Background: an optimization exercise with open tools, aiming at small area. Do not read the settings as production practice.
Function was not checked in any run shown here: the RTL went through the layout flow alone.
Power figures rest on the tool's default switching activity, not on a simulated workload.

==> flow/config.mk <==
export PLATFORM = sky130hd
export DESIGN_NAME = ALU
export DESIGN_NICKNAME = ALU
export VERILOG_FILES = /design/flow/design.v
export SDC_FILE = /design/flow/constraint.sdc
export NUM_CORES = 4
export LEC_CHECK = 0
export ABC_AREA = 0
export CAP_MARGIN = 20
export CORE_MARGIN = 2
export CORE_UTILIZATION = 45
export CTS_BUF_LIST = sky130_fd_sc_hd__clkbuf_4
export CTS_CLUSTER_SIZE = 20
export GPL_TIMING_DRIVEN = 0
export SETUP_SLACK_MARGIN = -0.3
export SLEW_MARGIN = 20
export SYNTH_HIERARCHICAL = 1
export SYNTH_MINIMUM_KEEP_SIZE = 0
==> flow/constraint.sdc <==
create_clock -name core_clock -period 13.5 [get_ports {Clk}]
set_input_delay 2.7000 -clock core_clock [delete_from_list [all_inputs] [get_ports {Clk}]]
set_output_delay 2.7000 -clock core_clock [all_outputs]
set_load 0.01 [all_outputs]
==> flow/design.v <==
module ALU (
    input Clk,
    input Reset,
    input [7:0] operand_A, operand_B,
    input [3:0] Sel,
    output [7:0] Out,
    output [3:0] Flag);
    reg [7:0] Result;
    reg [3:0] FlagCpy;
    wire [7:0] nResult;
    wire [3:0] nFlag;
    assign Out = Result;
    assign Flag = FlagCpy;
    wire [7:0] A = operand_A;
    wire [7:0] B = operand_B;
    wire s_add, s_sub, s_mul, s_div, s_shl, s_shr, s_lgc, s_quo, sub, subn;
    wire T0, T1, T3;
    ALU_dec u_dec (.Sel(Sel), .s_add(s_add), .s_sub(s_sub), .s_mul(s_mul),
                   .s_div(s_div), .s_shl(s_shl), .s_shr(s_shr), .s_lgc(s_lgc),
                   .s_quo(s_quo), .sub(sub), .subn(subn), .T0(T0), .T1(T1), .T3(T3));
    wire [7:0] dec, Yi, Yx, Yn;
    ALU_dec3 u_d3 (.b(B[2:0]), .d(dec));
    genvar g, k;
    generate
        for (k = 0; k < 8; k = k + 1) begin : g_y
            ALU_ymux u_m (.b(B[k]), .d(dec[k]), .s(s_shr), .yn(Yi[k]));
            if (k % 2 == 0) begin : g_e
                ALU_xor u_x (.a(Yi[k]), .b(sub), .y(Yn[k]));
                assign Yx[k] = ~Yn[k];
            end else begin : g_o
                ALU_xnor u_x (.a(Yi[k]), .b(sub), .y(Yx[k]));
                assign Yn[k] = ~Yx[k];
            end
        end
    endgenerate
    wire [7:0] Y = ~Yi;
    wire [7:0] hz;
    assign hz[0] = 1'b1;
    generate
        for (g = 1; g < 8; g = g + 1) begin : g_hz
            assign hz[g] = &Yi[7:8-g];
        end
    endgenerate
    wire b_lo;                               
    ALU_nor5 u_blo (.a(B[7:3]), .y(b_lo));
    wire kill;
    ALU_kill u_kl (.s_mul(s_mul), .s_shr(s_shr), .b_lo(b_lo), .kill(kill));
    wire [7:0] xs;
    generate
        for (k = 0; k < 8; k = k + 1) begin : g_xs
            ALU_andn u_x (.a(A[k]), .b(kill), .y(xs[k]));
        end
    endgenerate
    wire [7:0] X0;                   
    wire [7:0] q;                    
    wire [7:0] co;                   
    wire r7_e_n, r7_c1;
    wire r7_x0_n;
    wire r7_b0_pn, r7_b0_gn;
    ALU_pgo r7_b0_pg (.x(xs[7]), .y(Yx[0]), .pn(r7_b0_pn), .gn(r7_b0_gn));
    ALU_co  r7_b0_c (.pn(r7_b0_pn), .gn(r7_b0_gn), .cn(subn), .c(r7_c1));
    ALU_sel0_nn r7_b0_s (.x(xs[7]), .t(Y[0]), .e(r7_e_n), .xo(r7_x0_n));
    assign co[7] = r7_c1;
    ALU_en_n r7_en (.s_mul(s_mul), .a(A[7]), .s_quo(s_quo), .hz(hz[7]), .co(r7_c1), .en_n(r7_e_n));
    assign q[7] = ~r7_e_n;
    wire r6_e_n, r6_c1, r6_c2;
    wire r6_x0_n;
    wire r6_b0_pn, r6_b0_gn;
    ALU_pgo r6_b0_pg (.x(xs[6]), .y(Yx[0]), .pn(r6_b0_pn), .gn(r6_b0_gn));
    ALU_co  r6_b0_c (.pn(r6_b0_pn), .gn(r6_b0_gn), .cn(subn), .c(r6_c1));
    ALU_sel0_nn r6_b0_s (.x(xs[6]), .t(Y[0]), .e(r6_e_n), .xo(r6_x0_n));
    wire r6_x1_n;
    wire r6_b1_pn, r6_b1_gn;
    ALU_pgo r6_b1_pg (.x(Yx[1]), .y(r6_c1), .pn(r6_b1_pn), .gn(r6_b1_gn));
    ALU_co  r6_b1_c (.pn(r6_b1_pn), .gn(r6_b1_gn), .cn(r7_x0_n), .c(r6_c2));
    ALU_sel_nttnn r6_b1_s (.x(r7_x0_n), .y(Yx[1]), .c(r6_c1), .e(r6_e_n), .xo(r6_x1_n));
    assign co[6] = r6_c2;
    ALU_en_n r6_en (.s_mul(s_mul), .a(A[6]), .s_quo(s_quo), .hz(hz[6]), .co(r6_c2), .en_n(r6_e_n));
    assign q[6] = ~r6_e_n;
    wire r5_e, r5_c1, r5_c2, r5_c3_n;
    wire r5_x0_n;
    wire r5_b0_pn, r5_b0_gn;
    ALU_pgo r5_b0_pg (.x(xs[5]), .y(Yx[0]), .pn(r5_b0_pn), .gn(r5_b0_gn));
    ALU_co  r5_b0_c (.pn(r5_b0_pn), .gn(r5_b0_gn), .cn(subn), .c(r5_c1));
    ALU_sel0_tn r5_b0_s (.x(xs[5]), .t(Y[0]), .e(r5_e), .xo(r5_x0_n));
    wire r5_x1_n;
    wire r5_b1_pn, r5_b1_gn;
    ALU_pgo r5_b1_pg (.x(Yx[1]), .y(r5_c1), .pn(r5_b1_pn), .gn(r5_b1_gn));
    ALU_co  r5_b1_c (.pn(r5_b1_pn), .gn(r5_b1_gn), .cn(r6_x0_n), .c(r5_c2));
    ALU_sel_ntttn r5_b1_s (.x(r6_x0_n), .y(Yx[1]), .c(r5_c1), .e(r5_e), .xo(r5_x1_n));
    wire r5_x2;
    wire r5_b2_p, r5_b2_g;
    ALU_pge r5_b2_pg (.xn(r6_x1_n), .yn(Yn[2]), .p(r5_b2_p), .g(r5_b2_g));
    ALU_sel_nnttt r5_b2_s (.x(r6_x1_n), .y(Yn[2]), .c(r5_c2), .e(r5_e), .xo(r5_x2));
    ALU_ce  r5_b2_c (.p(r5_b2_p), .g(r5_b2_g), .c(r5_c2), .cn(r5_c3_n));
    assign co[5] = ~r5_c3_n;
    ALU_en_t r5_en (.s_mul(s_mul), .a(A[5]), .s_quo(s_quo), .hz(hz[5]), .con(r5_c3_n), .en(r5_e));
    assign q[5] = r5_e;
    wire r4_e_n, r4_c1, r4_c2, r4_c3_n, r4_c4;
    wire r4_x0_n;
    wire r4_b0_pn, r4_b0_gn;
    ALU_pgo r4_b0_pg (.x(xs[4]), .y(Yx[0]), .pn(r4_b0_pn), .gn(r4_b0_gn));
    ALU_co  r4_b0_c (.pn(r4_b0_pn), .gn(r4_b0_gn), .cn(subn), .c(r4_c1));
    ALU_sel0_nn r4_b0_s (.x(xs[4]), .t(Y[0]), .e(r4_e_n), .xo(r4_x0_n));
    wire r4_x1_n;
    wire r4_b1_pn, r4_b1_gn;
    ALU_pgo r4_b1_pg (.x(Yx[1]), .y(r4_c1), .pn(r4_b1_pn), .gn(r4_b1_gn));
    ALU_co  r4_b1_c (.pn(r4_b1_pn), .gn(r4_b1_gn), .cn(r5_x0_n), .c(r4_c2));
    ALU_sel_nttnn r4_b1_s (.x(r5_x0_n), .y(Yx[1]), .c(r4_c1), .e(r4_e_n), .xo(r4_x1_n));
    wire r4_x2;
    wire r4_b2_p, r4_b2_g;
    ALU_pge r4_b2_pg (.xn(r5_x1_n), .yn(Yn[2]), .p(r4_b2_p), .g(r4_b2_g));
    ALU_sel_nntnt r4_b2_s (.x(r5_x1_n), .y(Yn[2]), .c(r4_c2), .e(r4_e_n), .xo(r4_x2));
    ALU_ce  r4_b2_c (.p(r4_b2_p), .g(r4_b2_g), .c(r4_c2), .cn(r4_c3_n));
    wire r4_x3_n;
    wire r4_b3_pn, r4_b3_gn;
    ALU_pgo r4_b3_pg (.x(r5_x2), .y(Yx[3]), .pn(r4_b3_pn), .gn(r4_b3_gn));
    ALU_sel_ttnnn r4_b3_s (.x(r5_x2), .y(Yx[3]), .c(r4_c3_n), .e(r4_e_n), .xo(r4_x3_n));
    ALU_co  r4_b3_c (.pn(r4_b3_pn), .gn(r4_b3_gn), .cn(r4_c3_n), .c(r4_c4));
    assign co[4] = r4_c4;
    ALU_en_n r4_en (.s_mul(s_mul), .a(A[4]), .s_quo(s_quo), .hz(hz[4]), .co(r4_c4), .en_n(r4_e_n));
    assign q[4] = ~r4_e_n;
    wire r3_e, r3_c1, r3_c2, r3_c3_n, r3_c4, r3_c5_n;
    wire r3_x0_n;
    wire r3_b0_pn, r3_b0_gn;
    ALU_pgo r3_b0_pg (.x(xs[3]), .y(Yx[0]), .pn(r3_b0_pn), .gn(r3_b0_gn));
    ALU_co  r3_b0_c (.pn(r3_b0_pn), .gn(r3_b0_gn), .cn(subn), .c(r3_c1));
    ALU_sel0_tn r3_b0_s (.x(xs[3]), .t(Y[0]), .e(r3_e), .xo(r3_x0_n));
    wire r3_x1_n;
    wire r3_b1_pn, r3_b1_gn;
    ALU_pgo r3_b1_pg (.x(Yx[1]), .y(r3_c1), .pn(r3_b1_pn), .gn(r3_b1_gn));
    ALU_co  r3_b1_c (.pn(r3_b1_pn), .gn(r3_b1_gn), .cn(r4_x0_n), .c(r3_c2));
    ALU_sel_ntttn r3_b1_s (.x(r4_x0_n), .y(Yx[1]), .c(r3_c1), .e(r3_e), .xo(r3_x1_n));
    wire r3_x2;
    wire r3_b2_p, r3_b2_g;
    ALU_pge r3_b2_pg (.xn(r4_x1_n), .yn(Yn[2]), .p(r3_b2_p), .g(r3_b2_g));
    ALU_sel_nnttt r3_b2_s (.x(r4_x1_n), .y(Yn[2]), .c(r3_c2), .e(r3_e), .xo(r3_x2));
    ALU_ce  r3_b2_c (.p(r3_b2_p), .g(r3_b2_g), .c(r3_c2), .cn(r3_c3_n));
    wire r3_x3;
    wire r3_b3_pn, r3_b3_gn;
    ALU_pgo r3_b3_pg (.x(r4_x2), .y(Yx[3]), .pn(r3_b3_pn), .gn(r3_b3_gn));
    ALU_sel_ttntt r3_b3_s (.x(r4_x2), .y(Yx[3]), .c(r3_c3_n), .e(r3_e), .xo(r3_x3));
    ALU_co  r3_b3_c (.pn(r3_b3_pn), .gn(r3_b3_gn), .cn(r3_c3_n), .c(r3_c4));
    wire r3_x4_n;
    wire r3_b4_p, r3_b4_g;
    ALU_pge r3_b4_pg (.xn(r4_x3_n), .yn(Yn[4]), .p(r3_b4_p), .g(r3_b4_g));
    ALU_sel_nnttn r3_b4_s (.x(r4_x3_n), .y(Yn[4]), .c(r3_c4), .e(r3_e), .xo(r3_x4_n));
    ALU_ce  r3_b4_c (.p(r3_b4_p), .g(r3_b4_g), .c(r3_c4), .cn(r3_c5_n));
    assign co[3] = ~r3_c5_n;
    ALU_en_t r3_en (.s_mul(s_mul), .a(A[3]), .s_quo(s_quo), .hz(hz[3]), .con(r3_c5_n), .en(r3_e));
    assign q[3] = r3_e;
    wire r2_e_n, r2_c1, r2_c2, r2_c3_n, r2_c4_n, r2_c5, r2_c6;
    wire r2_x0_n;
    wire r2_b0_pn, r2_b0_gn;
    ALU_pgo r2_b0_pg (.x(xs[2]), .y(Yx[0]), .pn(r2_b0_pn), .gn(r2_b0_gn));
    ALU_co  r2_b0_c (.pn(r2_b0_pn), .gn(r2_b0_gn), .cn(subn), .c(r2_c1));
    ALU_sel0_nn r2_b0_s (.x(xs[2]), .t(Y[0]), .e(r2_e_n), .xo(r2_x0_n));
    wire r2_x1_n;
    wire r2_b1_pn, r2_b1_gn;
    ALU_pgo r2_b1_pg (.x(Yx[1]), .y(r2_c1), .pn(r2_b1_pn), .gn(r2_b1_gn));
    ALU_co  r2_b1_c (.pn(r2_b1_pn), .gn(r2_b1_gn), .cn(r3_x0_n), .c(r2_c2));
    ALU_sel_nttnn r2_b1_s (.x(r3_x0_n), .y(Yx[1]), .c(r2_c1), .e(r2_e_n), .xo(r2_x1_n));
    wire r2_x2;
    wire r2_b2_p, r2_b2_g;
    ALU_pge r2_b2_pg (.xn(r3_x1_n), .yn(Yn[2]), .p(r2_b2_p), .g(r2_b2_g));
    ALU_sel_nntnt r2_b2_s (.x(r3_x1_n), .y(Yn[2]), .c(r2_c2), .e(r2_e_n), .xo(r2_x2));
    ALU_ce  r2_b2_c (.p(r2_b2_p), .g(r2_b2_g), .c(r2_c2), .cn(r2_c3_n));
    wire r2_x3;
    wire r2_b3_pn, r2_b3_gn;
    ALU_pgo r2_b3_pg (.x(r3_x2), .y(Yx[3]), .pn(r2_b3_pn), .gn(r2_b3_gn));
    ALU_sel_ttnnt r2_b3_s (.x(r3_x2), .y(Yx[3]), .c(r2_c3_n), .e(r2_e_n), .xo(r2_x3));
    wire r2_b3_P, r2_b3_G;
    ALU_gpe r2_b3_gp (.p0(r2_b2_p), .g0(r2_b2_g), .pn1(r2_b3_pn), .gn1(r2_b3_gn), .P(r2_b3_P), .G(r2_b3_G));
    ALU_ce  r2_b3_c (.p(r2_b3_P), .g(r2_b3_G), .c(r2_c2), .cn(r2_c4_n));
    wire r2_x4_n;
    wire r2_b4_pn, r2_b4_gn;
    ALU_pgo r2_b4_pg (.x(r3_x3), .y(Yx[4]), .pn(r2_b4_pn), .gn(r2_b4_gn));
    ALU_sel_ttnnn r2_b4_s (.x(r3_x3), .y(Yx[4]), .c(r2_c4_n), .e(r2_e_n), .xo(r2_x4_n));
    ALU_co  r2_b4_c (.pn(r2_b4_pn), .gn(r2_b4_gn), .cn(r2_c4_n), .c(r2_c5));
    wire r2_x5_n;
    wire r2_b5_p, r2_b5_g;
    ALU_pge r2_b5_pg (.xn(r3_x4_n), .yn(Yn[5]), .p(r2_b5_p), .g(r2_b5_g));
    ALU_sel_nntnn r2_b5_s (.x(r3_x4_n), .y(Yn[5]), .c(r2_c5), .e(r2_e_n), .xo(r2_x5_n));
    wire r2_b5_Pn, r2_b5_Gn;
    ALU_gpo r2_b5_gp (.pn0(r2_b4_pn), .gn0(r2_b4_gn), .p1(r2_b5_p), .g1(r2_b5_g), .Pn(r2_b5_Pn), .Gn(r2_b5_Gn));
    ALU_co  r2_b5_c (.pn(r2_b5_Pn), .gn(r2_b5_Gn), .cn(r2_c4_n), .c(r2_c6));
    assign co[2] = r2_c6;
    ALU_en_n r2_en (.s_mul(s_mul), .a(A[2]), .s_quo(s_quo), .hz(hz[2]), .co(r2_c6), .en_n(r2_e_n));
    assign q[2] = ~r2_e_n;
    wire r1_e, r1_c1, r1_c2, r1_c3_n, r1_c4_n, r1_c5, r1_c6, r1_c7_n;
    wire r1_x0_n;
    wire r1_b0_pn, r1_b0_gn;
    ALU_pgo r1_b0_pg (.x(xs[1]), .y(Yx[0]), .pn(r1_b0_pn), .gn(r1_b0_gn));
    ALU_co  r1_b0_c (.pn(r1_b0_pn), .gn(r1_b0_gn), .cn(subn), .c(r1_c1));
    ALU_sel0_tn r1_b0_s (.x(xs[1]), .t(Y[0]), .e(r1_e), .xo(r1_x0_n));
    wire r1_x1_n;
    wire r1_b1_pn, r1_b1_gn;
    ALU_pgo r1_b1_pg (.x(Yx[1]), .y(r1_c1), .pn(r1_b1_pn), .gn(r1_b1_gn));
    ALU_co  r1_b1_c (.pn(r1_b1_pn), .gn(r1_b1_gn), .cn(r2_x0_n), .c(r1_c2));
    ALU_sel_ntttn r1_b1_s (.x(r2_x0_n), .y(Yx[1]), .c(r1_c1), .e(r1_e), .xo(r1_x1_n));
    wire r1_x2;
    wire r1_b2_p, r1_b2_g;
    ALU_pge r1_b2_pg (.xn(r2_x1_n), .yn(Yn[2]), .p(r1_b2_p), .g(r1_b2_g));
    ALU_sel_nnttt r1_b2_s (.x(r2_x1_n), .y(Yn[2]), .c(r1_c2), .e(r1_e), .xo(r1_x2));
    ALU_ce  r1_b2_c (.p(r1_b2_p), .g(r1_b2_g), .c(r1_c2), .cn(r1_c3_n));
    wire r1_x3;
    wire r1_b3_pn, r1_b3_gn;
    ALU_pgo r1_b3_pg (.x(r2_x2), .y(Yx[3]), .pn(r1_b3_pn), .gn(r1_b3_gn));
    ALU_sel_ttntt r1_b3_s (.x(r2_x2), .y(Yx[3]), .c(r1_c3_n), .e(r1_e), .xo(r1_x3));
    wire r1_b3_P, r1_b3_G;
    ALU_gpe r1_b3_gp (.p0(r1_b2_p), .g0(r1_b2_g), .pn1(r1_b3_pn), .gn1(r1_b3_gn), .P(r1_b3_P), .G(r1_b3_G));
    ALU_ce  r1_b3_c (.p(r1_b3_P), .g(r1_b3_G), .c(r1_c2), .cn(r1_c4_n));
    wire r1_x4_n;
    wire r1_b4_pn, r1_b4_gn;
    ALU_pgo r1_b4_pg (.x(r2_x3), .y(Yx[4]), .pn(r1_b4_pn), .gn(r1_b4_gn));
    ALU_sel_ttntn r1_b4_s (.x(r2_x3), .y(Yx[4]), .c(r1_c4_n), .e(r1_e), .xo(r1_x4_n));
    ALU_co  r1_b4_c (.pn(r1_b4_pn), .gn(r1_b4_gn), .cn(r1_c4_n), .c(r1_c5));
    wire r1_x5_n;
    wire r1_b5_p, r1_b5_g;
    ALU_pge r1_b5_pg (.xn(r2_x4_n), .yn(Yn[5]), .p(r1_b5_p), .g(r1_b5_g));
    ALU_sel_nnttn r1_b5_s (.x(r2_x4_n), .y(Yn[5]), .c(r1_c5), .e(r1_e), .xo(r1_x5_n));
    wire r1_b5_Pn, r1_b5_Gn;
    ALU_gpo r1_b5_gp (.pn0(r1_b4_pn), .gn0(r1_b4_gn), .p1(r1_b5_p), .g1(r1_b5_g), .Pn(r1_b5_Pn), .Gn(r1_b5_Gn));
    ALU_co  r1_b5_c (.pn(r1_b5_Pn), .gn(r1_b5_Gn), .cn(r1_c4_n), .c(r1_c6));
    wire r1_x6;
    wire r1_b6_p, r1_b6_g;
    ALU_pge r1_b6_pg (.xn(r2_x5_n), .yn(Yn[6]), .p(r1_b6_p), .g(r1_b6_g));
    ALU_sel_nnttt r1_b6_s (.x(r2_x5_n), .y(Yn[6]), .c(r1_c6), .e(r1_e), .xo(r1_x6));
    ALU_ce  r1_b6_c (.p(r1_b6_p), .g(r1_b6_g), .c(r1_c6), .cn(r1_c7_n));
    assign co[1] = ~r1_c7_n;
    ALU_en_t r1_en (.s_mul(s_mul), .a(A[1]), .s_quo(s_quo), .hz(hz[1]), .con(r1_c7_n), .en(r1_e));
    assign q[1] = r1_e;
    wire r0_e, r0_c1, r0_c2, r0_c3_n, r0_c4_n, r0_c5, r0_c6, r0_c7_n, r0_c8_n;
    wire r0_b0_pn, r0_b0_gn;
    ALU_pgo r0_b0_pg (.x(xs[0]), .y(Yx[0]), .pn(r0_b0_pn), .gn(r0_b0_gn));
    ALU_co  r0_b0_c (.pn(r0_b0_pn), .gn(r0_b0_gn), .cn(subn), .c(r0_c1));
    ALU_sel0_tt r0_b0_s (.x(xs[0]), .t(Y[0]), .e(r0_e), .xo(X0[0]));
    wire r0_b1_pn, r0_b1_gn;
    ALU_pgo r0_b1_pg (.x(Yx[1]), .y(r0_c1), .pn(r0_b1_pn), .gn(r0_b1_gn));
    ALU_co  r0_b1_c (.pn(r0_b1_pn), .gn(r0_b1_gn), .cn(r1_x0_n), .c(r0_c2));
    ALU_sel_ntttt r0_b1_s (.x(r1_x0_n), .y(Yx[1]), .c(r0_c1), .e(r0_e), .xo(X0[1]));
    wire r0_b2_p, r0_b2_g;
    ALU_pge r0_b2_pg (.xn(r1_x1_n), .yn(Yn[2]), .p(r0_b2_p), .g(r0_b2_g));
    ALU_sel_nnttt r0_b2_s (.x(r1_x1_n), .y(Yn[2]), .c(r0_c2), .e(r0_e), .xo(X0[2]));
    ALU_ce  r0_b2_c (.p(r0_b2_p), .g(r0_b2_g), .c(r0_c2), .cn(r0_c3_n));
    wire r0_b3_pn, r0_b3_gn;
    ALU_pgo r0_b3_pg (.x(r1_x2), .y(Yx[3]), .pn(r0_b3_pn), .gn(r0_b3_gn));
    ALU_sel_ttntt r0_b3_s (.x(r1_x2), .y(Yx[3]), .c(r0_c3_n), .e(r0_e), .xo(X0[3]));
    wire r0_b3_P, r0_b3_G;
    ALU_gpe r0_b3_gp (.p0(r0_b2_p), .g0(r0_b2_g), .pn1(r0_b3_pn), .gn1(r0_b3_gn), .P(r0_b3_P), .G(r0_b3_G));
    ALU_ce  r0_b3_c (.p(r0_b3_P), .g(r0_b3_G), .c(r0_c2), .cn(r0_c4_n));
    wire r0_b4_pn, r0_b4_gn;
    ALU_pgo r0_b4_pg (.x(r1_x3), .y(Yx[4]), .pn(r0_b4_pn), .gn(r0_b4_gn));
    ALU_sel_ttntt r0_b4_s (.x(r1_x3), .y(Yx[4]), .c(r0_c4_n), .e(r0_e), .xo(X0[4]));
    ALU_co  r0_b4_c (.pn(r0_b4_pn), .gn(r0_b4_gn), .cn(r0_c4_n), .c(r0_c5));
    wire r0_b5_p, r0_b5_g;
    ALU_pge r0_b5_pg (.xn(r1_x4_n), .yn(Yn[5]), .p(r0_b5_p), .g(r0_b5_g));
    ALU_sel_nnttt r0_b5_s (.x(r1_x4_n), .y(Yn[5]), .c(r0_c5), .e(r0_e), .xo(X0[5]));
    wire r0_b5_Pn, r0_b5_Gn;
    ALU_gpo r0_b5_gp (.pn0(r0_b4_pn), .gn0(r0_b4_gn), .p1(r0_b5_p), .g1(r0_b5_g), .Pn(r0_b5_Pn), .Gn(r0_b5_Gn));
    ALU_co  r0_b5_c (.pn(r0_b5_Pn), .gn(r0_b5_Gn), .cn(r0_c4_n), .c(r0_c6));
    wire r0_b6_p, r0_b6_g;
    ALU_pge r0_b6_pg (.xn(r1_x5_n), .yn(Yn[6]), .p(r0_b6_p), .g(r0_b6_g));
    ALU_sel_nnttt r0_b6_s (.x(r1_x5_n), .y(Yn[6]), .c(r0_c6), .e(r0_e), .xo(X0[6]));
    ALU_ce  r0_b6_c (.p(r0_b6_p), .g(r0_b6_g), .c(r0_c6), .cn(r0_c7_n));
    wire r0_b7_pn, r0_b7_gn;
    ALU_pgo r0_b7_pg (.x(r1_x6), .y(Yx[7]), .pn(r0_b7_pn), .gn(r0_b7_gn));
    ALU_sel_ttntt r0_b7_s (.x(r1_x6), .y(Yx[7]), .c(r0_c7_n), .e(r0_e), .xo(X0[7]));
    wire r0_b7_P, r0_b7_G;
    ALU_gpe r0_b7_gp (.p0(r0_b6_p), .g0(r0_b6_g), .pn1(r0_b7_pn), .gn1(r0_b7_gn), .P(r0_b7_P), .G(r0_b7_G));
    ALU_ce  r0_b7_c (.p(r0_b7_P), .g(r0_b7_G), .c(r0_c6), .cn(r0_c8_n));
    assign co[0] = ~r0_c8_n;
    assign r0_e = ~s_mul | A[0];      
    assign q[0] = co[0];
    wire [7:1] ovn;
    ALU_ovn_n r1_ov (.a(A[1]), .con(r1_c7_n), .hz(hz[1]), .ovn(ovn[1]));
    ALU_ovn   r2_ov (.a(A[2]), .co(r2_c6), .hz(hz[2]), .ovn(ovn[2]));
    ALU_ovn_n r3_ov (.a(A[3]), .con(r3_c5_n), .hz(hz[3]), .ovn(ovn[3]));
    ALU_ovn   r4_ov (.a(A[4]), .co(r4_c4), .hz(hz[4]), .ovn(ovn[4]));
    ALU_ovn_n r5_ov (.a(A[5]), .con(r5_c3_n), .hz(hz[5]), .ovn(ovn[5]));
    ALU_ovn   r6_ov (.a(A[6]), .co(r6_c2), .hz(hz[6]), .ovn(ovn[6]));
    ALU_ovn   r7_ov (.a(A[7]), .co(r7_c1), .hz(hz[7]), .ovn(ovn[7]));
    wire [8:0] cc;
    wire [7:0] pa, ga;
    assign cc[0] = sub;
    generate
        for (k = 0; k < 8; k = k + 1) begin : g_cmp
            if (k % 2 == 0) begin : g_even
                ALU_pge u_pg (.xn(~A[k]), .yn(Yn[k]), .p(pa[k]), .g(ga[k]));
                ALU_ce  u_c  (.p(pa[k]), .g(ga[k]), .c(cc[k]), .cn(cc[k+1]));
            end else begin : g_odd
                ALU_pgo u_pg (.x(A[k]), .y(Yx[k]), .pn(pa[k]), .gn(ga[k]));
                ALU_co  u_c  (.pn(pa[k]), .gn(ga[k]), .cn(cc[k]), .c(cc[k+1]));
            end
        end
    endgenerate
    wire mul_ovf_e;
    ALU_nand7 u_ov (.a(ovn), .y(mul_ovf_e));
    wire r0, a0, b0, big, f5;
    ALU_zero8 u_r0 (.a(Result), .z(r0));
    ALU_zero8 u_a0 (.a(A), .z(a0));
    ALU_zero8 u_b0 (.a(B), .z(b0));
    ALU_big u_big (.b(B), .b_lo(b_lo), .big(big));
    ALU_f5 u_f5 (.a(A), .b(B[2:0]), .b_lo(b_lo), .big(big), .f5(f5));
    wire hold_e, sX, sQ, m0, mco;
    ALU_hold u_hold (.s_add(s_add), .s_sub(s_sub), .s_mul(s_mul), .s_div(s_div),
                     .s_shl(s_shl), .s_quo(s_quo), .ge(cc[8]), .mul_ovf_e(mul_ovf_e),
                     .a0(a0), .big(big), .hold(hold_e), .sx(sX), .sq(sQ));
    ALU_and u_m0 (.a(s_mul), .b(A[0]), .y(m0));
    ALU_and u_mco (.a(m0), .b(co[0]), .y(mco));
    wire [7:0] lg;
    generate
        for (k = 0; k < 8; k = k + 1) begin : g_res
            if (k % 2 == 0) begin : g_e
                ALU_lgb u_l (.p(pa[k]), .g(ga[k]), .T0(T0), .T1(T1), .T3(T3), .y(lg[k]));
            end else begin : g_o
                ALU_lgbn u_l (.pn(pa[k]), .gn(ga[k]), .T0(T0), .T1(T1), .T3(T3), .y(lg[k]));
            end
            ALU_res u_r (.r(Result[k]), .x(X0[k]), .q(q[k]), .l(lg[k]),
                         .hold(hold_e), .sx(sX), .sq(sQ), .mco(mco),
                         .y(nResult[k]));
        end
    endgenerate
    wire lz;                         
    ALU_zero8 u_lz (.a(lg), .z(lz));
    wire f0_e, f2_e, k0;
    ALU_flags u_fl (.s_add(s_add), .s_sub(s_sub), .s_mul(s_mul), .s_div(s_div),
                    .s_shl(s_shl), .s_shr(s_shr), .s_lgc(s_lgc), .ge(cc[8]),
                    .mul_ovf_e(mul_ovf_e), .r0(r0), .a0(a0), .b0(b0), .big(big),
                    .b_lo(b_lo), .f5(f5), .lz(lz), .F(FlagCpy),
                    .f0_e(f0_e), .f1(nFlag[1]), .f2_e(f2_e), .f3(nFlag[3]));
    ALU_and u_k0 (.a(m0), .b(r0), .y(k0));
    ALU_late u_f0 (.e(f0_e), .k(k0), .co0(co[0]), .y(nFlag[0]));
    ALU_late u_f2 (.e(f2_e), .k(m0), .co0(co[0]), .y(nFlag[2]));
    always @(posedge Clk, posedge Reset)
    begin
        if(Reset) begin
            Result <= 8'h00;
            FlagCpy <= 4'b0000;
        end else begin
            Result <= nResult;
            FlagCpy <= nFlag;
        end
    end
endmodule
module ALU_pge (input xn, yn, output p, g);
    assign p = ~(xn & yn);
    assign g = ~(xn | yn);
endmodule
module ALU_pgo (input x, y, output pn, gn);
    assign pn = ~(x | y);
    assign gn = ~(x & y);
endmodule
module ALU_ce (input p, g, c, output cn);
    assign cn = ~(g | (p & c));
endmodule
module ALU_co (input pn, gn, cn, output c);
    assign c = ~(gn & (pn | cn));
endmodule
module ALU_en_t (input s_mul, a, s_quo, hz, con, output en);
    assign en = (s_mul & a) | (s_quo & hz & ~con);
endmodule
module ALU_en_n (input s_mul, a, s_quo, hz, co, output en_n);
    assign en_n = ~((s_mul & a) | (s_quo & hz & co));
endmodule
module ALU_lgb (input p, g, T0, T1, T3, output y);
    assign y = g ? T3 : (p ? T1 : T0);
endmodule
module ALU_lgbn (input pn, gn, T0, T1, T3, output y);
    assign y = ~gn ? T3 : (~pn ? T1 : T0);
endmodule
module ALU_res (input r, x, q, l, hold, sx, sq, mco, output y);
    assign y = mco ? r : ((hold & r) | (sx & x) | (sq & q) | l);
endmodule
module ALU_late (input e, k, co0, output y);
    assign y = e | (k & co0);
endmodule
module ALU_dec (input [3:0] Sel, output s_add, s_sub, s_mul, s_div, s_shl,
                s_shr, s_lgc, s_quo, sub, subn, output reg T0, T1, T3);
    assign s_add = (Sel == 4'h0);
    assign s_sub = (Sel == 4'h1);
    assign s_mul = (Sel == 4'h2);
    assign s_div = (Sel == 4'h3);
    assign s_shl = (Sel == 4'h4);
    assign s_shr = (Sel == 4'h5);
    assign s_lgc = (Sel >= 4'h6) && (Sel <= 4'hB);
    assign s_quo = s_div || s_shr;
    assign sub = s_sub || s_quo;
    assign subn = ~sub;
    always @(*)
    begin
        case (Sel)
            4'h6: {T0, T1, T3} = 3'b001;      
            4'h7: {T0, T1, T3} = 3'b011;      
            4'h8: {T0, T1, T3} = 3'b010;      
            4'h9: {T0, T1, T3} = 3'b101;      
            4'hA: {T0, T1, T3} = 3'b110;      
            4'hB: {T0, T1, T3} = 3'b100;      
            default: {T0, T1, T3} = 3'b000;
        endcase
    end
endmodule
module ALU_dec3 (input [2:0] b, output [7:0] d);
    assign d = 8'h01 << b;
endmodule
module ALU_ymux (input b, d, s, output yn);
    assign yn = ~(s ? d : b);
endmodule
module ALU_xor (input a, b, output y);
    assign y = a ^ b;
endmodule
module ALU_xnor (input a, b, output y);
    assign y = ~(a ^ b);
endmodule
module ALU_and (input a, b, output y);
    assign y = a & b;
endmodule
module ALU_andn (input a, b, output y);
    assign y = a & ~b;
endmodule
module ALU_nor5 (input [4:0] a, output y);
    assign y = ~|a;
endmodule
module ALU_kill (input s_mul, s_shr, b_lo, output kill);
    assign kill = s_mul | (s_shr & ~b_lo);
endmodule
module ALU_ovn (input a, co, hz, output ovn);
    assign ovn = ~(a & (co | ~hz));
endmodule
module ALU_ovn_n (input a, con, hz, output ovn);
    assign ovn = ~(a & (~con | ~hz));
endmodule
module ALU_nand7 (input [7:1] a, output y);
    assign y = ~&a;
endmodule
module ALU_zero8 (input [7:0] a, output z);
    assign z = ~|a;
endmodule
module ALU_big (input [7:0] b, input b_lo, output big);
    assign big = ~b_lo & (b[7:4] != 4'h0 || b[2:0] != 3'h0);
endmodule
module ALU_f5 (input [7:0] a, input [2:0] b, input b_lo, big, output f5);
    wire z5 = ~|a[7:5];
    wire l4 = a[4];
    wire l3 = ~a[4] & a[3];
    wire l2 = ~a[4] & ~a[3] & a[2];
    wire l1 = ~a[4] & ~a[3] & ~a[2] & a[1];
    wire l0 = ~a[4] & ~a[3] & ~a[2] & ~a[1] & a[0];
    reg lb;
    always @(*)
    begin
        case (b[1:0])
            2'd0: lb = l4;
            2'd1: lb = l3;
            2'd2: lb = l2;
            default: lb = l1;
        endcase
    end
    assign f5 = b_lo ? (b[2] & z5 & lb) : (big | (z5 & l0));
endmodule
module ALU_hold (input s_add, s_sub, s_mul, s_div, s_shl, s_quo, ge, mul_ovf_e,
                 a0, big, output hold, sx, sq);
    assign hold = (s_add & ge) | ((s_sub | s_div) & ~ge) | (s_mul & mul_ovf_e) |
                  (s_shl & (~a0 | big));
    assign sx = (s_add | s_sub | s_mul) & ~hold;
    assign sq = s_quo & ~hold;
endmodule
module ALU_flags (input s_add, s_sub, s_mul, s_div, s_shl, s_shr, s_lgc, ge,
                  mul_ovf_e, r0, a0, b0, big, b_lo, f5, lz, input [3:0] F,
                  output f0_e, f1, f2_e, f3);
    wire z = (s_mul & (a0 | b0 | (mul_ovf_e & r0))) |
             (s_div & ~ge & r0) |
             (s_shl & (r0 | (a0 & ~big))) |
             (s_shr & (~b_lo | ~ge)) |
             (s_lgc & lz);
    assign f0_e = F[0] | z;
    assign f1 = F[1] | (s_add & ge) | (s_shl & (~a0 | big));
    assign f2_e = F[2] | (s_mul & mul_ovf_e);
    assign f3 = F[3] | ((s_sub | s_div) & ~ge) | (s_shr & f5);
endmodule
module ALU_sel0_nn (input x, t, e, output xo);
    assign xo = ~(x ^ (~e & t));
endmodule
module ALU_sel0_tn (input x, t, e, output xo);
    assign xo = ~(x ^ (e & t));
endmodule
module ALU_sel0_tt (input x, t, e, output xo);
    assign xo = x ^ (e & t);
endmodule
module ALU_sel_nntnn (input x, y, c, e, output xo);
    assign xo = ~(~x ^ (~e & (~y ^ c)));
endmodule
module ALU_sel_nntnt (input x, y, c, e, output xo);
    assign xo = ~x ^ (~e & (~y ^ c));
endmodule
module ALU_sel_nnttn (input x, y, c, e, output xo);
    assign xo = ~(~x ^ (e & (~y ^ c)));
endmodule
module ALU_sel_nnttt (input x, y, c, e, output xo);
    assign xo = ~x ^ (e & (~y ^ c));
endmodule
module ALU_sel_nttnn (input x, y, c, e, output xo);
    assign xo = ~(~x ^ (~e & (y ^ c)));
endmodule
module ALU_sel_ntttn (input x, y, c, e, output xo);
    assign xo = ~(~x ^ (e & (y ^ c)));
endmodule
module ALU_sel_ntttt (input x, y, c, e, output xo);
    assign xo = ~x ^ (e & (y ^ c));
endmodule
module ALU_sel_ttnnn (input x, y, c, e, output xo);
    assign xo = ~(x ^ (~e & (y ^ ~c)));
endmodule
module ALU_sel_ttnnt (input x, y, c, e, output xo);
    assign xo = x ^ (~e & (y ^ ~c));
endmodule
module ALU_sel_ttntn (input x, y, c, e, output xo);
    assign xo = ~(x ^ (e & (y ^ ~c)));
endmodule
module ALU_sel_ttntt (input x, y, c, e, output xo);
    assign xo = x ^ (e & (y ^ ~c));
endmodule
module ALU_gpe (input p0, g0, pn1, gn1, output P, G);
    assign P = p0 & ~pn1;
    assign G = ~gn1 | (~pn1 & g0);
endmodule
module ALU_gpo (input pn0, gn0, p1, g1, output Pn, Gn);
    assign Pn = ~(p1 & ~pn0);
    assign Gn = ~(g1 | (p1 & ~gn0));
endmodule
==> flow/flow/run.sh <==
#!/bin/bash
set -euo pipefail
export POST_SYNTH_TCL="$(pwd)/flow/downsize.tcl"
export BUFFER_PORTS_ARGS="-buffer_cell sky130_fd_sc_hd__buf_1"
export RECOVER_POWER=100
bash standard.sh > standard.log 2>&1
==> flow/flow/downsize.tcl <==
# POST_SYNTH hook: set every combinational cell of the synthesized netlist to
# the smallest-area drive strength of the same cell (the same name up to the
# _N drive suffix), so that ABC's drive choices, made without placement or
# real loads, do not stay in the layout. The flow's own repair_design and
# repair_timing then upsize only the cells that timing, slew or load need.
set ::ds_dont_use {}
if {[info exists ::env(DONT_USE_CELLS)]} { set ::ds_dont_use $::env(DONT_USE_CELLS) }
proc ds_dont_use {name} {
  foreach pat $::ds_dont_use { if {[string match $pat $name]} { return 1 } }
  return 0
}
set db [ord::get_db]
# smallest master for each base name: lowest area, then highest drive number
array set best {}
foreach lib [$db getLibs] {
  foreach m [$lib getMasters] {
    set n [$m getName]
    if {![regexp {^(sky130_fd_sc_hd__[a-z0-9]+(?:_[a-z0-9]+)*?)_([0-9]+)$} $n -> base drv]} { continue }
    if {[ds_dont_use $n]} { continue }
    set a [expr {[$m getWidth] * [$m getHeight]}]
    if {![info exists best($base)]} {
      set best($base) [list $a $drv $m]
    } else {
      lassign $best($base) ba bd bm
      if {$a < $ba || ($a == $ba && $drv > $bd)} { set best($base) [list $a $drv $m] }
    }
  }
}
set block [ord::get_db_block]
set swapped 0
foreach inst [$block getInsts] {
  set m [$inst getMaster]
  set n [$m getName]
  # registers keep the cell synthesis gave them
  if {[string match "sky130_fd_sc_hd__df*" $n] || [string match "sky130_fd_sc_hd__dl*" $n] || [string match "sky130_fd_sc_hd__sdf*" $n] || [string match "sky130_fd_sc_hd__edf*" $n]} { continue }
  if {![regexp {^(sky130_fd_sc_hd__[a-z0-9]+(?:_[a-z0-9]+)*?)_([0-9]+)$} $n -> base drv]} { continue }
  if {![info exists best($base)]} { continue }
  set bm [lindex $best($base) 2]
  if {[$bm getName] ne $n} {
    puts "downsize [$inst getName] $n -> [$bm getName]"
    $inst swapMaster $bm
    incr swapped
  }
}
puts "downsize: $swapped cells set to their smallest drive strength"
==> flow/standard.sh <==
#!/bin/bash
# synth_recipe.tcl (not shown) runs the flow's synth.tcl, then flattens the netlist and writes it again
# the make line also repeats each setting of config.mk as NAME=value (left out here)
make -C /OpenROAD-flow-scripts/flow DESIGN_CONFIG=/design/flow/config.mk WORK_HOME=/design/flow/orfs CLKGATE_MAP_FILE= SYNTH_SCRIPT=/design/flow/synth_recipe.tcl "${@:-finish}"
==> run summary, run 1 <==
- Min cycle time layout: 12.92 ns
- Hold path endpoint: FlagCpy[1]
- Final Setup Violations: 0
- Fillers: 624
- Row cnt: 29
- Worst Hold Path Cells: 1
- Share of layout cells above drive strength 1: 20.4%
- Initial antenna violation count: 0
- Final core utilization: 57.8%
- Drt total wl: 9190 µm
- Dpl cell area: 3250 µm²
- DIE AREA: 7250 µm²
- Least-Margin Pin Slew: 0.912 ns
- Reg2Reg Launch Point: Result[7]
- # nets final: 553
- Normalized max-slew margin: 39.0%
- Starting density of the core: 46.7%
- CP Class: in2reg
- Crit. End Element: flip-flop
- Die height: 85.1 µm
- Largest net degree at the start of global routing: 17
- Post-Syn Area: 2960 µm²
- Maxcap violations: 0
- CTS max path bufs: 2
- DR WL/cell: 15.1 µm
- Worst r2r path cells: 5
- Post-DP HPWL: 6840 µm
- DR DRC count: 0
- RePlAce Congestion: 0.872
- Grt ovf: 0
- Synth warnings: 9
- Total core area: 6350 µm²
- Clk slew on worst S/H paths: 0.07 ns
- Area added between synthesis and finish: 23.9%
- Via-to-Cell Ratio: 5.66
- Clock Skew: 0.00271 ns
- Total CTS buffers: 3
- Hold Fails Final Rpt: 0
- Most frequent CP cell: o21ai_2
- Synthesized Nets: 497
- Crit path max-delay cell type: xnor2_1
- Clk latency of the worst-skew pair: 0.26 ns
- CP startpoint kind: input pin
- Req. time, crit path: 13.65 ns
- Pre-Repair DR Iteration Count: 4
- Fin crit share: 95.7%
- Reg2reg end: FlagCpy[0]
- Vias in the first global route: 3057
- Startpoint of the worst hold path: FlagCpy[1]
- Tot Pwr: 265 µW
- Worst R2R Setup Slack: 11.99 ns
- Status: finished clean
- Fin area: 3670 µm²
- H-tree depth: 1
- Clock Sinks: 12
- Gr usage total: 24.8%
- DRC violation total after the first TritonRoute iteration: 229
- Antenna diodes: 0
- Fmax achieved: 77.4 MHz
- Max stage delay on crit path: 0.35 ns
- I/O Buffers: 30
- I/O pin count: 34
- Leakage: 0.00146 µW
- Pwr/cell area: 72.3 nW/µm²
- First-pass GRT wire length: 14900 µm
- CTS tree: yes
- Most common cell after layout, fill and taps aside: nand2_1
- Die Wd: 85.1 µm
- Synth Instances: 475
- Hold Crit Class: reg2reg
- Via count: 3438
- Mapped Avg Cell Area: 6.24 µm²
- Worst-path maximum fanout: 9
- Commonest non-fill, non-tap cells in the layout: nand2_1 (82), nor2_1 (68), o21ai_1 (56), xnor2_1 (31), buf_1 (31)
- Clock root buffer: clkbuf_4
- Worst vdd ir: 55.9 µV
- Routed Antenna Nets: 0
- Worst Path Arrival: 13.07 ns
- Max-slew violations: 0
## how the worst max path moves through the flow
stage / from / to / cells past startpoint
3_3_place_gp: Sel[1] / Result[7] / 56
3_5_place_dp: Sel[2] / Result[7] / 58
4_1_cts: Sel[2] / Result[7] / 57
5_1_grt: Sel[3] / Result[7] / 59
2_1_floorplan: Sel[1] / Result[7] / 56
6_report: Sel[1] / Result[7] / 59
## power by group
part           leakage [µW]  internal (µW)  switching, µW
clock network     0.0000154           10.7           11.2
registers          0.000135           42.2           4.24
logic               0.00131           78.2            119
total               0.00146            131            134
## through the flow
stage	hold WS, ns	std cells	worst slack (ns)	TNS, ns
after CTS	0.496	600	-0.300	-2.12
final	0.488	607	0.576	0
after global placement	0.461	582	-3.07	-29.35
after detailed placement	0.480	587	-2.46	-23.09
after global routing	0.507	607	-0.324	-2.06
after floorplan	0.513	475	0.159	0
## routing by layer
metal / routed length, µm / up-vias / track usage [%] / share of wire, %
li1: - / 1744 / - / -
met1: 4300 / 1590 / 34.9 / 47
met2: 4390 / 90 / 41.2 / 48
met3: 348 / 14 / 1.56 / 3.8
met4: 147 / 0 / 6.06 / 1.6
met5: 0 / - / 0 / 0
## area by class of cell
type | count | area, µm² | area share (%)
buffer | 3 | 12.5 | 0.341
clock buffer | 3 | 22.5 | 0.614
clock inverter | 1 | 3.75 | 0.102
inverter | 31 | 119 | 3.24
multi-input combinational | 429 | 2830 | 77.2
sequential | 12 | 300 | 8.18
tap | 77 | 96.3 | 2.63
timing repair buffer | 51 | 284 | 7.74
## timing repair
item,CTS,global route
hold buffers,0,0
endpoints found under the setup margin,10,10
resized for setup,9,42
setup buffers,9,7
pin swaps,3,5
## worst max-delay path: cells and delay by family
| kind | cells | cell delay [ns] |
|---|---|---|
| simple gates | 16 | 2.48 |
| xor+xnor | 9 | 1.75 |
| buf+inv | 7 | 1.21 |
| compound gates | 26 | 4.60 |
| mux | 1 | 0.30 |
## state kept, by name, indices dropped and copies added (netlist names)
name and flops:
FlagCpy 4, Result 8
==> run 2: changes to the inputs <==
--- a/flow/design.v
+++ b/flow/design.v
@@ -274,6 +274,6 @@
     assign q[0] = co[0];
     wire [7:1] ovn;
-    ALU_ovn_n r1_ov (.a(A[1]), .con(r1_c7_n), .hz(hz[1]), .ovn(ovn[1]));
-    ALU_ovn   r2_ov (.a(A[2]), .co(r2_c6), .hz(hz[2]), .ovn(ovn[2]));
+    ALU_ovh   r1_ov (.a(A[1]), .hz(hz[1]), .ovn(ovn[1]));
+    ALU_ovh   r2_ov (.a(A[2]), .hz(hz[2]), .ovn(ovn[2]));
     ALU_ovn_n r3_ov (.a(A[3]), .con(r3_c5_n), .hz(hz[3]), .ovn(ovn[3]));
     ALU_ovn   r4_ov (.a(A[4]), .co(r4_c4), .hz(hz[4]), .ovn(ovn[4]));
@@ -307,6 +307,9 @@
                      .s_shl(s_shl), .s_quo(s_quo), .ge(cc[8]), .mul_ovf_e(mul_ovf_e),
                      .a0(a0), .big(big), .hold(hold_e), .sx(sX), .sq(sQ));
+    wire m1, m2;
     ALU_and u_m0 (.a(s_mul), .b(A[0]), .y(m0));
-    ALU_and u_mco (.a(m0), .b(co[0]), .y(mco));
+    ALU_and u_m1 (.a(s_mul), .b(A[1]), .y(m1));
+    ALU_and u_m2 (.a(s_mul), .b(A[2]), .y(m2));
+    ALU_mco u_mco (.m0(m0), .co0(co[0]), .m1(m1), .co1(co[1]), .m2(m2), .co2(co[2]), .mco(mco));
     wire [7:0] lg;
     generate
@@ -324,5 +327,5 @@
     wire lz;                         
     ALU_zero8 u_lz (.a(lg), .z(lz));
-    wire f0_e, f2_e, k0;
+    wire f0_e, f2_e;
     ALU_flags u_fl (.s_add(s_add), .s_sub(s_sub), .s_mul(s_mul), .s_div(s_div),
                     .s_shl(s_shl), .s_shr(s_shr), .s_lgc(s_lgc), .ge(cc[8]),
@@ -330,7 +333,6 @@
                     .b_lo(b_lo), .f5(f5), .lz(lz), .F(FlagCpy),
                     .f0_e(f0_e), .f1(nFlag[1]), .f2_e(f2_e), .f3(nFlag[3]));
-    ALU_and u_k0 (.a(m0), .b(r0), .y(k0));
-    ALU_late u_f0 (.e(f0_e), .k(k0), .co0(co[0]), .y(nFlag[0]));
-    ALU_late u_f2 (.e(f2_e), .k(m0), .co0(co[0]), .y(nFlag[2]));
+    ALU_late u_f0 (.e(f0_e), .k(r0), .co0(mco), .y(nFlag[0]));
+    ALU_or2 u_f2 (.a(f2_e), .b(mco), .y(nFlag[2]));
     always @(posedge Clk, posedge Reset)
     begin
@@ -413,4 +415,10 @@
     assign y = ~(a ^ b);
 endmodule
+module ALU_mco (input m0, co0, m1, co1, m2, co2, output mco);
+    assign mco = (m0 & co0) | (m1 & co1) | (m2 & co2);
+endmodule
+module ALU_or2 (input a, b, output y);
+    assign y = a | b;
+endmodule
 module ALU_and (input a, b, output y);
     assign y = a & b;
@@ -521,4 +529,7 @@
     assign xo = x ^ (e & (y ^ ~c));
 endmodule
+module ALU_ovh (input a, hz, output ovn);
+    assign ovn = ~(a & ~hz);
+endmodule
 module ALU_gpe (input p0, g0, pn1, gn1, output P, G);
     assign P = p0 & ~pn1;
==> run 2 against run 1 <==
Effect of this change: sequential power grew 1%; setup slack lost 0.12 ns; final cell count grew 1.8%; design area grew 4.2%; fmax is 0.90% lower; non-clock buffer count is 8 higher.
==> run summary, run 2 <==
- Status: finished clean
- # nets final: 564 (+2.0%)
- Largest net degree at the start of global routing: 19 (+2)
- Worst Path Arrival: 13.19 ns (+0.12 ns)
- Synthesized Nets: 499 (+0.40%)
- Req. time, crit path: 13.65 ns (about the same)
- Pwr/cell area: 71.0 nW/µm² (-1.8%)
- Crit. End Element: flip-flop
- Setup TNS: 0 ns (unchanged)
- Largest regs: Result: 8 flops, FlagCpy: 4 flops
- Mapped Avg Cell Area: 6.23 µm² (about the same)
- Delay-heaviest family, CP: compound AO/OA/AOI/OAI gates
- Final Setup Violations: 0 (unchanged)
- Clock power share: 7.9% (-0.4 points)
- Via-to-Cell Ratio: 5.65 (-0.18%)
- Commonest non-fill, non-tap cells in the layout: nand2_1 (82), nor2_1 (65), o21ai_1 (52), buf_1 (31)
- First-pass GRT wire length: 14900 µm (+0.42%)
- Sequential Power Share: 17.3% (-0.2 points)
- DIE AREA: 7270 µm² (+0.33%)
- Placed insts: 589 (+0.34%)
- Most frequent CP cell: o21ai_2
- CTS tree: yes
- Clock root buffer: clkbuf_4
- Routed Antenna Nets: 0 (unchanged)
- Worst vdd ir: 60.5 µV (+8.3%)
- I/O pin count: 34 (unchanged)
- Max-slew violations: 0 (unchanged)
- Int Power: 135 µW (+3.4%)
- Gr usage total: 24.8% (+0.041 points)
- Starting density of the core: 46.6% (-0.11 points)
- Hold slack: 0.494 ns (+0.00516 ns)
- Worst-path maximum fanout: 9 (unchanged)
- Clk latency of the worst-skew pair: 0.27 ns (about the same)
- Min cycle time layout: 13.04 ns (+0.117 ns)
- Synth Instances: 477 (+0.42%)
- Most common cell after layout, fill and taps aside: nand2_1
- Final core utilization: 59.9% (+2.1 points)
- Normalized max-slew margin: 39.5% (+0.56 points)
- CTS hold repair buffers: 0 (unchanged)
- Total CTS buffers: 3 (unchanged)
- Initial antenna violation count: 0 (unchanged)
- Clk slew on worst S/H paths: 0.07 ns (about the same)
- Die height: 85.3 µm (+0.16%)
- Hold Crit Class: reg2reg
- Antenna diodes: 0 (unchanged)
- DRC violation total after the first TritonRoute iteration: 175 (-24%)
- Comb power frac: 74.8% (+0.6 points)
- DR top layer: met4
- Layout Cells excl Fill: 618 (+1.8%)
- Total core area: 6390 µm² (+0.57%)
- Vias in the first global route: 3161 (+3.4%)
- DR DRC count: 0 (unchanged)
- DRT met1 WL: 4110 µm (-4.5%)
- Clock Skew: 0.00367 ns (+0.000963 ns)
- Least-Margin Pin Slew: 0.904 ns (-0.00844 ns)
- Sw frac: 50.1% (-0.50 points)
- Clock Sinks: 12 (unchanged)
- Synth warnings: 9 (unchanged)
- Post-DP HPWL: 6890 µm (+0.67%)
- Drt total wl: 9150 µm (-0.47%)
- Top reg by flops: Result
- Hold Fails Final Rpt: 0 (unchanged)
- Fin crit share: 96.6% (+0.87 points)
- RePlAce Congestion: 0.843 (-3.4%)
- Crit path max-delay cell type: a222oi_1
- Buf/Inv on CP: 9 (+2)
- Maxcap violations: 0 (unchanged)
- Area added between synthesis and finish: 28.6%
- DR WL/cell: 14.8 µm (-2.2%)
- CP startpoint kind: input pin
- Die Wd: 85.3 µm (+0.16%)
- Pre-Repair DR Iteration Count: 5 (+1)
- Fillers: 647 (+3.7%)
- Row cnt: 29 (unchanged)
- Post-Syn Area: 2970 µm² (+0.34%)
- CP Class: in2reg
- CTS max path bufs: 2 (unchanged)
- P_sw: 136 µW (+1.4%)
- H-tree depth: 1 (unchanged)
- Grt ovf: 0 (unchanged)
- Met2 WL: 4500 µm (+2.4%)
- I/O Buffers: 30 (unchanged)
- Leakage: 0.00152 µW (+4.4%)
- Tot Pwr: 272 µW (+2.4%)
- Via count: 3494 (+1.6%)
- WL met3: 435 µm (+25%)
- Max stage delay on crit path: 0.34 ns (about the same)
- Fmax achieved: 76.7 MHz (-0.90%)
- Max FFs per register: 8 (unchanged)
- Share of layout cells above drive strength 1: 24.4% (+4.0 points)
run 2: layout make-up:
type	instances	area, µm²	area share [%]
multi-input combinational	430	2920	76.3
timing repair buffer	59	344	9.00
sequential	12	300	7.85
inverter	32	123	3.21
tap	77	96.3	2.52
clock buffer	3	22.5	0.589
buffer	3	12.5	0.327
timing repair inverter	1	5.00	0.131
clock inverter	1	3.75	0.0982
run 2: power by group through the flow:
stage | registers, µW | logic, µW | clock network [µW]
after floorplan | 50.1 | 135 | 0
after global placement | 47.3 | 174 | 0
after detailed placement | 47.9 | 180 | 0
after CTS | 47.2 | 184 | 21.8
after global routing | 47.9 | 227 | 23.9
final | 46.9 | 203 | 21.5
run 2: repair_timing:
item / in CTS / in global routing
pin swaps: 4 / 7
buffers inserted: 11 / 13
endpoints found under the setup margin: 10 / 10
gates cloned: 0 / 1
gates resized for setup: 14 / 54
run 2: final timing paths:
check,from,cells past startpoint,slack [ns],end
min in group asynchronous,Reset,2,2.39,Result[4]
min reg2reg,FlagCpy[1],1,0.49,FlagCpy[1]
max in group asynchronous,Reset,2,10.82,Result[5]
max,Sel[1],61,0.46,Result[6]
max reg2reg,Result[7],5,11.97,FlagCpy[0]
min,FlagCpy[1],1,0.49,FlagCpy[1]
run 2: routing by layer:
layer	track usage (%)	vias up
li1	-	1760
met1	34.8	1636
met2	42.7	88
met3	0.486	10
met4	5.05	0
met5	0	-
run 2: metrics by stage:
stage	setup slack, ns	cell area [µm²]
floorplan	-0.176	2970
global placement	-3.68	3180
detailed placement	-2.52	3260
CTS	-0.264	3440
global route	-0.382	3820
finish	0.459	3820
==> run 3: changes to the inputs <==
--- a/flow/design.v
+++ b/flow/design.v
@@ -35,9 +35,11 @@
     endgenerate
     wire [7:0] Y = ~Yi;
-    wire [7:0] hz;
+    wire [7:0] hz, qz;
     assign hz[0] = 1'b1;
+    assign qz[0] = s_quo;
     generate
         for (g = 1; g < 8; g = g + 1) begin : g_hz
-            assign hz[g] = &Yi[7:8-g];
+            assign hz[g] = ~|B[7:8-g];
+            assign qz[g] = (s_div && hz[g]) || (s_shr && B[2:0] < 8 - g);
         end
     endgenerate
@@ -62,5 +64,5 @@
     ALU_sel0_nn r7_b0_s (.x(xs[7]), .t(Y[0]), .e(r7_e_n), .xo(r7_x0_n));
     assign co[7] = r7_c1;
-    ALU_en_n r7_en (.s_mul(s_mul), .a(A[7]), .s_quo(s_quo), .hz(hz[7]), .co(r7_c1), .en_n(r7_e_n));
+    ALU_en_n r7_en (.s_mul(s_mul), .a(A[7]), .qz(qz[7]), .co(r7_c1), .en_n(r7_e_n));
     assign q[7] = ~r7_e_n;
     wire r6_e_n, r6_c1, r6_c2;
@@ -76,5 +78,5 @@
     ALU_sel_nttnn r6_b1_s (.x(r7_x0_n), .y(Yx[1]), .c(r6_c1), .e(r6_e_n), .xo(r6_x1_n));
     assign co[6] = r6_c2;
-    ALU_en_n r6_en (.s_mul(s_mul), .a(A[6]), .s_quo(s_quo), .hz(hz[6]), .co(r6_c2), .en_n(r6_e_n));
+    ALU_en_n r6_en (.s_mul(s_mul), .a(A[6]), .qz(qz[6]), .co(r6_c2), .en_n(r6_e_n));
     assign q[6] = ~r6_e_n;
     wire r5_e, r5_c1, r5_c2, r5_c3_n;
@@ -95,5 +97,5 @@
     ALU_ce  r5_b2_c (.p(r5_b2_p), .g(r5_b2_g), .c(r5_c2), .cn(r5_c3_n));
     assign co[5] = ~r5_c3_n;
-    ALU_en_t r5_en (.s_mul(s_mul), .a(A[5]), .s_quo(s_quo), .hz(hz[5]), .con(r5_c3_n), .en(r5_e));
+    ALU_en_t r5_en (.s_mul(s_mul), .a(A[5]), .qz(qz[5]), .con(r5_c3_n), .en(r5_e));
     assign q[5] = r5_e;
     wire r4_e_n, r4_c1, r4_c2, r4_c3_n, r4_c4;
@@ -119,5 +121,5 @@
     ALU_co  r4_b3_c (.pn(r4_b3_pn), .gn(r4_b3_gn), .cn(r4_c3_n), .c(r4_c4));
     assign co[4] = r4_c4;
-    ALU_en_n r4_en (.s_mul(s_mul), .a(A[4]), .s_quo(s_quo), .hz(hz[4]), .co(r4_c4), .en_n(r4_e_n));
+    ALU_en_n r4_en (.s_mul(s_mul), .a(A[4]), .qz(qz[4]), .co(r4_c4), .en_n(r4_e_n));
     assign q[4] = ~r4_e_n;
     wire r3_e, r3_c1, r3_c2, r3_c3_n, r3_c4, r3_c5_n;
@@ -148,5 +150,5 @@
     ALU_ce  r3_b4_c (.p(r3_b4_p), .g(r3_b4_g), .c(r3_c4), .cn(r3_c5_n));
     assign co[3] = ~r3_c5_n;
-    ALU_en_t r3_en (.s_mul(s_mul), .a(A[3]), .s_quo(s_quo), .hz(hz[3]), .con(r3_c5_n), .en(r3_e));
+    ALU_en_t r3_en (.s_mul(s_mul), .a(A[3]), .qz(qz[3]), .con(r3_c5_n), .en(r3_e));
     assign q[3] = r3_e;
     wire r2_e_n, r2_c1, r2_c2, r2_c3_n, r2_c4_n, r2_c5, r2_c6;
@@ -186,5 +188,5 @@
     ALU_co  r2_b5_c (.pn(r2_b5_Pn), .gn(r2_b5_Gn), .cn(r2_c4_n), .c(r2_c6));
     assign co[2] = r2_c6;
-    ALU_en_n r2_en (.s_mul(s_mul), .a(A[2]), .s_quo(s_quo), .hz(hz[2]), .co(r2_c6), .en_n(r2_e_n));
+    ALU_en_n r2_en (.s_mul(s_mul), .a(A[2]), .qz(qz[2]), .co(r2_c6), .en_n(r2_e_n));
     assign q[2] = ~r2_e_n;
     wire r1_e, r1_c1, r1_c2, r1_c3_n, r1_c4_n, r1_c5, r1_c6, r1_c7_n;
@@ -229,5 +231,5 @@
     ALU_ce  r1_b6_c (.p(r1_b6_p), .g(r1_b6_g), .c(r1_c6), .cn(r1_c7_n));
     assign co[1] = ~r1_c7_n;
-    ALU_en_t r1_en (.s_mul(s_mul), .a(A[1]), .s_quo(s_quo), .hz(hz[1]), .con(r1_c7_n), .en(r1_e));
+    ALU_en_t r1_en (.s_mul(s_mul), .a(A[1]), .qz(qz[1]), .con(r1_c7_n), .en(r1_e));
     assign q[1] = r1_e;
     wire r0_e, r0_c1, r0_c2, r0_c3_n, r0_c4_n, r0_c5, r0_c6, r0_c7_n, r0_c8_n;
@@ -274,6 +276,6 @@
     assign q[0] = co[0];
     wire [7:1] ovn;
-    ALU_ovh   r1_ov (.a(A[1]), .hz(hz[1]), .ovn(ovn[1]));
-    ALU_ovh   r2_ov (.a(A[2]), .hz(hz[2]), .ovn(ovn[2]));
+    ALU_ovn_n r1_ov (.a(A[1]), .con(r1_c7_n), .hz(hz[1]), .ovn(ovn[1]));
+    ALU_ovn   r2_ov (.a(A[2]), .co(r2_c6), .hz(hz[2]), .ovn(ovn[2]));
     ALU_ovn_n r3_ov (.a(A[3]), .con(r3_c5_n), .hz(hz[3]), .ovn(ovn[3]));
     ALU_ovn   r4_ov (.a(A[4]), .co(r4_c4), .hz(hz[4]), .ovn(ovn[4]));
@@ -307,9 +309,6 @@
                      .s_shl(s_shl), .s_quo(s_quo), .ge(cc[8]), .mul_ovf_e(mul_ovf_e),
                      .a0(a0), .big(big), .hold(hold_e), .sx(sX), .sq(sQ));
-    wire m1, m2;
     ALU_and u_m0 (.a(s_mul), .b(A[0]), .y(m0));
-    ALU_and u_m1 (.a(s_mul), .b(A[1]), .y(m1));
-    ALU_and u_m2 (.a(s_mul), .b(A[2]), .y(m2));
-    ALU_mco u_mco (.m0(m0), .co0(co[0]), .m1(m1), .co1(co[1]), .m2(m2), .co2(co[2]), .mco(mco));
+    ALU_and u_mco (.a(m0), .b(co[0]), .y(mco));
     wire [7:0] lg;
     generate
@@ -327,5 +326,5 @@
     wire lz;                         
     ALU_zero8 u_lz (.a(lg), .z(lz));
-    wire f0_e, f2_e;
+    wire f0_e, f2_e, k0;
     ALU_flags u_fl (.s_add(s_add), .s_sub(s_sub), .s_mul(s_mul), .s_div(s_div),
                     .s_shl(s_shl), .s_shr(s_shr), .s_lgc(s_lgc), .ge(cc[8]),
@@ -333,6 +332,7 @@
                     .b_lo(b_lo), .f5(f5), .lz(lz), .F(FlagCpy),
                     .f0_e(f0_e), .f1(nFlag[1]), .f2_e(f2_e), .f3(nFlag[3]));
-    ALU_late u_f0 (.e(f0_e), .k(r0), .co0(mco), .y(nFlag[0]));
-    ALU_or2 u_f2 (.a(f2_e), .b(mco), .y(nFlag[2]));
+    ALU_and u_k0 (.a(m0), .b(r0), .y(k0));
+    ALU_late u_f0 (.e(f0_e), .k(k0), .co0(co[0]), .y(nFlag[0]));
+    ALU_late u_f2 (.e(f2_e), .k(m0), .co0(co[0]), .y(nFlag[2]));
     always @(posedge Clk, posedge Reset)
     begin
@@ -360,9 +360,9 @@
     assign c = ~(gn & (pn | cn));
 endmodule
-module ALU_en_t (input s_mul, a, s_quo, hz, con, output en);
-    assign en = (s_mul & a) | (s_quo & hz & ~con);
+module ALU_en_t (input s_mul, a, qz, con, output en);
+    assign en = (s_mul & a) | (qz & ~con);
 endmodule
-module ALU_en_n (input s_mul, a, s_quo, hz, co, output en_n);
-    assign en_n = ~((s_mul & a) | (s_quo & hz & co));
+module ALU_en_n (input s_mul, a, qz, co, output en_n);
+    assign en_n = ~((s_mul & a) | (qz & co));
 endmodule
 module ALU_lgb (input p, g, T0, T1, T3, output y);
@@ -415,10 +415,4 @@
     assign y = ~(a ^ b);
 endmodule
-module ALU_mco (input m0, co0, m1, co1, m2, co2, output mco);
-    assign mco = (m0 & co0) | (m1 & co1) | (m2 & co2);
-endmodule
-module ALU_or2 (input a, b, output y);
-    assign y = a | b;
-endmodule
 module ALU_and (input a, b, output y);
     assign y = a & b;
==> flow/flow/run.sh (replaced) <==
#!/bin/bash
set -euo pipefail
export POST_SYNTH_TCL="$(pwd)/flow/downsize.tcl"
export BUFFER_PORTS_ARGS="-buffer_cell sky130_fd_sc_hd__buf_1"
export RECOVER_POWER=100
SETUP_SLACK_MARGIN=0.5 bash standard.sh cts > standard_to_cts.log 2>&1
SKIP_INCREMENTAL_REPAIR=1 bash standard.sh > standard.log 2>&1
--- a/flow/config.mk
+++ b/flow/config.mk
@@ -13,5 +13,4 @@
 export CTS_CLUSTER_SIZE = 20
 export GPL_TIMING_DRIVEN = 0
-export SETUP_SLACK_MARGIN = -0.3
 export SLEW_MARGIN = 20
 export SYNTH_HIERARCHICAL = 1
==> run 3 against run 2 <==
Effect of this change: critical path type unchanged; largest power group unchanged; largest cell class unchanged; via count about the same; global-route usage up 0.13 points; sequential cell count unchanged; critical endpoint is now Result[7].
==> run summary, run 3 <==
- Clock power share: 7.7% (-0.2 points)
- Synthesized Nets: 518 (+3.8%)
- Fin crit share: 96.0% (-0.60 points)
- P_sw: 136 µW (+0.14%)
- Total core area: 6720 µm² (+5.2%)
- DR DRC count: 0 (unchanged)
- Sw frac: 50.8% (+0.70 points)
- Clock root buffer: clkbuf_4
- # nets final: 568 (+0.71%)
- Drt total wl: 9390 µm (+2.7%)
- Die Wd: 86.7 µm (+1.7%)
- Tot Pwr: 268 µW (-1.2%)
- Min cycle time layout: 12.96 ns (-0.0807 ns)
- CP startpoint kind: input pin
- Most common cell after layout, fill and taps aside: nand2_1
- Worst Path Arrival: 13.10 ns (-0.09 ns)
- Worst-path maximum fanout: 9 (unchanged)
- H-tree depth: 1 (unchanged)
- Crit path max-delay cell type: or4_1
- First-pass GRT wire length: 15100 µm (+1.2%)
- Normalized max-slew margin: 40.5% (+0.99 points)
- Worst vdd ir: 24.6 µV (-59%)
- I/O pin count: 34 (unchanged)
- Share of layout cells above drive strength 1: 16.4% (-8.0 points)
- Crit. End Element: flip-flop
- CTS max path bufs: 2 (unchanged)
- Antenna diodes: 0 (unchanged)
- Synth warnings: 9 (unchanged)
- Worst r2r path cells: 5 (unchanged)
- CTS tree: yes
- Setup repair bufs after CTS: 13 (+2)
- Dpl cell area: 3370 µm² (+3.3%)
- Clk slew on worst S/H paths: 0.06 ns (about the same)
- Synth Instances: 496 (+4.0%)
- Largest net degree at the start of global routing: 24 (+5)
- Die height: 86.7 µm (+1.7%)
- Area added between synthesis and finish: 17.4%
- Largest regs: Result: 8 flops, FlagCpy: 4 flops
- Status: finished clean
- Post-DP HPWL: 7130 µm (+3.5%)
- Via count: 3495 (+0.029%)
- Pre-Repair DR Iteration Count: 5 (unchanged)
- Leakage: 0.00141 µW (-7.6%)
- Max stage delay on crit path: 0.57 ns (+0.23 ns)
- Max FFs per register: 8 (unchanged)
- Hold slack: 0.492 ns (-0.00195 ns)
- Row cnt: 30 (+3.4%)
- Req. time, crit path: 13.63 ns (-0.02 ns)
- DR WL/cell: 15.1 µm (+1.7%)
-- run 3: cell type report --
type                            instances  area [µm²]  area share (%)
Buffer                                  4        16.3           0.450
Clock buffer                            3        22.5           0.623
Inverter                               38         143            3.95
Multi-Input combinational cell        442        2790            77.3
Sequential cell                        12         300            8.31
Tap cell                               80         100            2.77
Timing Repair Buffer                   45         238            6.58
-- run 3: layer usage --
metal / GRT usage, % / vias to the layer above / part of all wire [%]
met2: 44.7 / 79 / 48
met1: 32.6 / 1593 / 46
met4: 6.11 / 0 / 1.8
li1: - / 1811 / -
met5: 0 / - / 0
met3: 1.33 / 12 / 4.6
-- run 3: final timing paths --
kind	from	endpoint	slack [ns]
max reg2reg	Result[7]	FlagCpy[0]	12.01
min in group asynchronous	Reset	Result[1]	2.40
min reg2reg	FlagCpy[1]	FlagCpy[1]	0.49
max	operand_B[3]	Result[7]	0.54
max in group asynchronous	Reset	Result[0]	10.80
min	FlagCpy[1]	FlagCpy[1]	0.49
-- run 3: power groups by stage --
stage / registers [µW] / logic (µW) / clock network [µW]
after floorplan: 50.0 / 143 / 0
after global placement: 47.1 / 186 / 0
after detailed placement: 47.5 / 192 / 0
after CTS: 46.8 / 201 / 21.6
after global routing: 47.5 / 223 / 22.9
final: 46.5 / 201 / 20.7
-- run 3: metrics by stage --
step / std cells / worst slack (ns) / utilization, % / TNS, ns
floorplan: 496 / 0.501 / - / 0
global placement: 606 / -2.25 / 49.2 / -20.60
detailed placement: 608 / -2.14 / 50.2 / -19.34
CTS: 624 / 0.576 / 53.8 / 0
global route: 624 / -0.468 / 53.8 / -3.52
finish: 624 / 0.539 / 53.8 / 0

-- afterwards: timing with drivers on the ports --
The flow's constraints put no driver on any port. The routed layouts listed below were extracted and timed again, unchanged, in two steps.
Step 1 sets driving cells, clkbuf_16 on the clock port and buf_2 on the other inputs (assumed; they add their load-dependent delay and slew).
Step 2 moves the port delays by t, midway between the first and last clock arrival at a register: inputs arrive t later, outputs are due t later. That takes back most of the time a late clock gives input paths.
Slacks: no drivers / after step 1 / after step 2; pairs: no drivers / after step 1.
| run | shift t [ns] | slack for setup (ns) | cell pins on the clock port's net |
|---|---|---|---|
| run 1 | 0.281 | 0.576 / 0.574 / 0.293 | 1 |
| run 2 | 0.284 | 0.459 / 0.456 / 0.172 | 1 |
| run 3 | 0.284 | 0.539 / 0.540 / 0.255 | 1 |
After both steps every run listed still meets setup and hold. The setup slack of run 2, which loses most, moves by -0.003 ns with the drivers and by -0.287 ns with both steps.
